Background: an optimization exercise with open tools, aiming at small area. Do not read the settings as production practice.
The RTL was checked by simulation tests, not by an equivalence proof against the original design.
No activity file was given, so power comes from the tool's default toggle rates.

// sync_fifo
module sync_fifo #(
	parameter	DEPTH=8,
	parameter	WIDTH=32,
	parameter	AF_LEVEL = 1,
	parameter	AE_LEVEL = 1,
	parameter	DEPTH_LOG=$clog2(DEPTH)
)(
	input					clk,
	input					rstn,
	input					push,
	input					pop,
	input 		[WIDTH-1:0]	din,
	output 		[WIDTH-1:0]	dout,
	output					full,
	output					empty,
	output					a_full,
	output					a_empty
);
For scale: about 420 cells after synthesis, about 260 flip-flops, roughly 72 I/O pins, roughly 9000 um2 of cells after synthesis.
export LEC_CHECK = 0
export CAP_MARGIN = 0
export CORE_MARGIN = 2
export CORE_UTILIZATION = 65
export SLEW_MARGIN = 0
export SYNTH_HIERARCHICAL = 1
export SYNTH_MINIMUM_KEEP_SIZE = 0
create_clock -name core_clock -period 5.0 [get_ports {clk}]
standard.sh (not shown) runs the stock make flow with config.mk's settings and CLKGATE_MAP_FILE= SYNTH_SCRIPT=/design/flow/synth_recipe.tcl, a recipe that flattens the netlist after the stock synthesis.
==> flow/flow/run.sh <==
#!/bin/bash
# Standard ORFS layout with two changes: the port buffers use the smallest buffer
# cell, and the clock tree is built with the clustering and buffers given below,
# without dummy loads.
set -euo pipefail
export BUFFER_PORTS_ARGS="-buffer_cell sky130_fd_sc_hd__buf_1"
export CTS_ARGS="-sink_clustering_enable -repair_clock_nets -buf_list sky130_fd_sc_hd__clkbuf_8 -sink_clustering_size 20 -sink_clustering_max_diameter 70 -root_buf sky130_fd_sc_hd__clkbuf_4 -tree_buf sky130_fd_sc_hd__clkbuf_4 -dont_use_dummy_load"
bash standard.sh > standard_make.log 2>&1
The starting point went through all stages and came out clean.
Then changed:
==> flow/flow/run.sh (replaced) <==
#!/bin/bash
# Standard ORFS layout with two changes: the port buffers use the smallest buffer
# cell, and the clock tree is built with the clustering and buffers given below,
# without dummy loads.
set -euo pipefail
export BUFFER_PORTS_ARGS="-buffer_cell sky130_fd_sc_hd__buf_1"
export CTS_ARGS="-sink_clustering_enable -repair_clock_nets -buf_list sky130_fd_sc_hd__clkbuf_8 -sink_clustering_size 20 -sink_clustering_max_diameter 70 -dont_use_dummy_load"
bash standard.sh > standard_make.log 2>&1
--- a/flow/config.mk
+++ b/flow/config.mk
@@ -9,3 +9,3 @@
 export CORE_MARGIN = 2
-export CORE_UTILIZATION = 65
+export CORE_UTILIZATION = 75
 export SLEW_MARGIN = 0
Effect:
- critical path depth does not change
- power stays flat
- synthesized area stays the same
- via count grows by 1.7%
- worst hold slack improved by 86 ps
- design area stays flat
- worst setup slack improved by 190 ps
Then changed:
==> flow/flow/run.sh (replaced) <==
#!/bin/bash
# Standard ORFS layout with two changes: the port buffers use the smallest buffer
# cell, and the clock tree is built with the clustering and buffers given below,
# without dummy loads.
set -euo pipefail
export BUFFER_PORTS_ARGS="-buffer_cell sky130_fd_sc_hd__buf_1"
export CTS_ARGS="-sink_clustering_enable -repair_clock_nets -buf_list sky130_fd_sc_hd__clkbuf_8 -sink_clustering_size 21 -sink_clustering_max_diameter 70 -root_buf sky130_fd_sc_hd__clkbuf_4 -tree_buf sky130_fd_sc_hd__clkbuf_4 -dont_use_dummy_load"
bash standard.sh > standard_make.log 2>&1
Flip-flop and latch count stays the same; die area stays the same; sequential power hardly moves; count of clock-buffer cells in the layout fell by 1; clock skew goes down by 37 ps.
Then changed:
==> flow/flow/run.sh (replaced) <==
#!/bin/bash
# Standard ORFS layout with two changes: the port buffers use the smallest buffer
# cell, and the clock tree is built with the clustering and buffers given below,
# without dummy loads.
set -euo pipefail
export BUFFER_PORTS_ARGS="-buffer_cell sky130_fd_sc_hd__buf_1"
export CTS_ARGS="-sink_clustering_enable -repair_clock_nets -buf_list sky130_fd_sc_hd__clkbuf_8 -sink_clustering_size 20 -sink_clustering_max_diameter 70 -dont_use_dummy_load"
bash standard.sh > standard_make.log 2>&1
--- a/flow/config.mk
+++ b/flow/config.mk
@@ -9,3 +9,3 @@
 export CORE_MARGIN = 2
-export CORE_UTILIZATION = 75
+export CORE_UTILIZATION = 65
 export SLEW_MARGIN = 0
The new run completed without violations.
Hold slack gets better by 48 ps.
Final area goes up by 0.68%.
Routed wire length rose by 3.6%.
Sequential power barely changes.
Worst setup slack loses 46 ps.
Fmax drops by 1.3%.
Area after synthesis is unchanged.
Sequential share of layout area is lower by 0.54 points.
Clock-buffer cell count came out higher by 1.
Via count goes down by 0.46%.
Total power grows by 1.8%.
Then changed:
==> flow/flow/run.sh (replaced) <==
#!/bin/bash
# Standard ORFS layout with three changes: the port buffers use the smallest buffer
# cell; the clock tree is built from clkbuf_8 sink clusters of up to 20 flip-flops,
# without dummy loads; and after global routing, gates on paths with slack are
# downsized (ORFS's power recovery step, which also recovers area).
set -euo pipefail
export BUFFER_PORTS_ARGS="-buffer_cell sky130_fd_sc_hd__buf_1"
export CTS_ARGS="-sink_clustering_enable -repair_clock_nets -buf_list sky130_fd_sc_hd__clkbuf_8 -sink_clustering_size 20 -sink_clustering_max_diameter 70 -dont_use_dummy_load"
export RECOVER_POWER=100
bash standard.sh > standard_make.log 2>&1
The changed run reached the layout checks and failed them: max-capacitance violations, max-slew violations.
Synthesized area stays the same.
Power barely changes.
Routed wire length stays flat.
Global-route usage stays the same.
Count of clock-buffer cells in the layout stays the same.
Via count fell slightly.
Design area is about the same.
Then changed:
==> flow/flow/run.sh (replaced) <==
#!/bin/bash
# Standard ORFS layout with two changes: the port buffers use the smallest buffer
# cell, and the clock tree is built with the clustering and buffers given below,
# without dummy loads.
set -euo pipefail
export BUFFER_PORTS_ARGS="-buffer_cell sky130_fd_sc_hd__buf_1"
export CTS_ARGS="-sink_clustering_enable -repair_clock_nets -buf_list sky130_fd_sc_hd__clkbuf_8 -sink_clustering_size 20 -sink_clustering_max_diameter 70 -dont_use_dummy_load"
bash standard.sh > standard_make.log 2>&1
--- a/flow/config.mk
+++ b/flow/config.mk
@@ -7,6 +7,6 @@
 export LEC_CHECK = 0
-export CAP_MARGIN = 0
+export CAP_MARGIN = 20
 export CORE_MARGIN = 2
 export CORE_UTILIZATION = 65
-export SLEW_MARGIN = 0
+export SLEW_MARGIN = 20
 export SYNTH_HIERARCHICAL = 1
Effect: Now the flow completed with no timing, DRC or antenna violations. Total power hardly moves. Hold slack is about the same. Via count barely changes. Final area rises slightly. Setup slack gets better by 420 ps. Non-clock buffer count climbs by 1. Global-route usage is unchanged. Cell count is about the same. Combinational power is higher slightly.

-- port drivers added, routing unchanged --
How much do the figures lean on ideal ports? The routed layouts below were timed once more, with nothing changed but the port constraints. Step 1 sets driving cells, clkbuf_16 on the clock port and buf_2 on the other inputs (assumed; they add their load-dependent delay and slew). Step 2, shift: input delay + t, output delay - t, t = (earliest + latest rising clock arrival at the registers) / 2. This alone moves slack from input paths to output paths. Slacks: ideal ports / drivers / drivers and shift; pairs: ideal ports / drivers.
run	shift t [ns]	setup slack, ns	worst setup path after step 2
the first run	0.590	1.279 / 1.241 / 1.830	register to output
the second run	0.504	1.467 / 1.434 / 1.938	register to output
the third run	0.607	1.416 / 1.383 / 1.990	register to output
the fourth run	0.504	1.370 / 1.331 / 1.835	register to output
the fifth run	0.502	0.939 / 0.901 / 0.523	input to register
the sixth run	0.503	1.363 / 1.325 / 1.828	register to output
The setup slack of the fifth run, which loses most, moves by -0.038 ns with the drivers and by -0.416 ns with both steps.
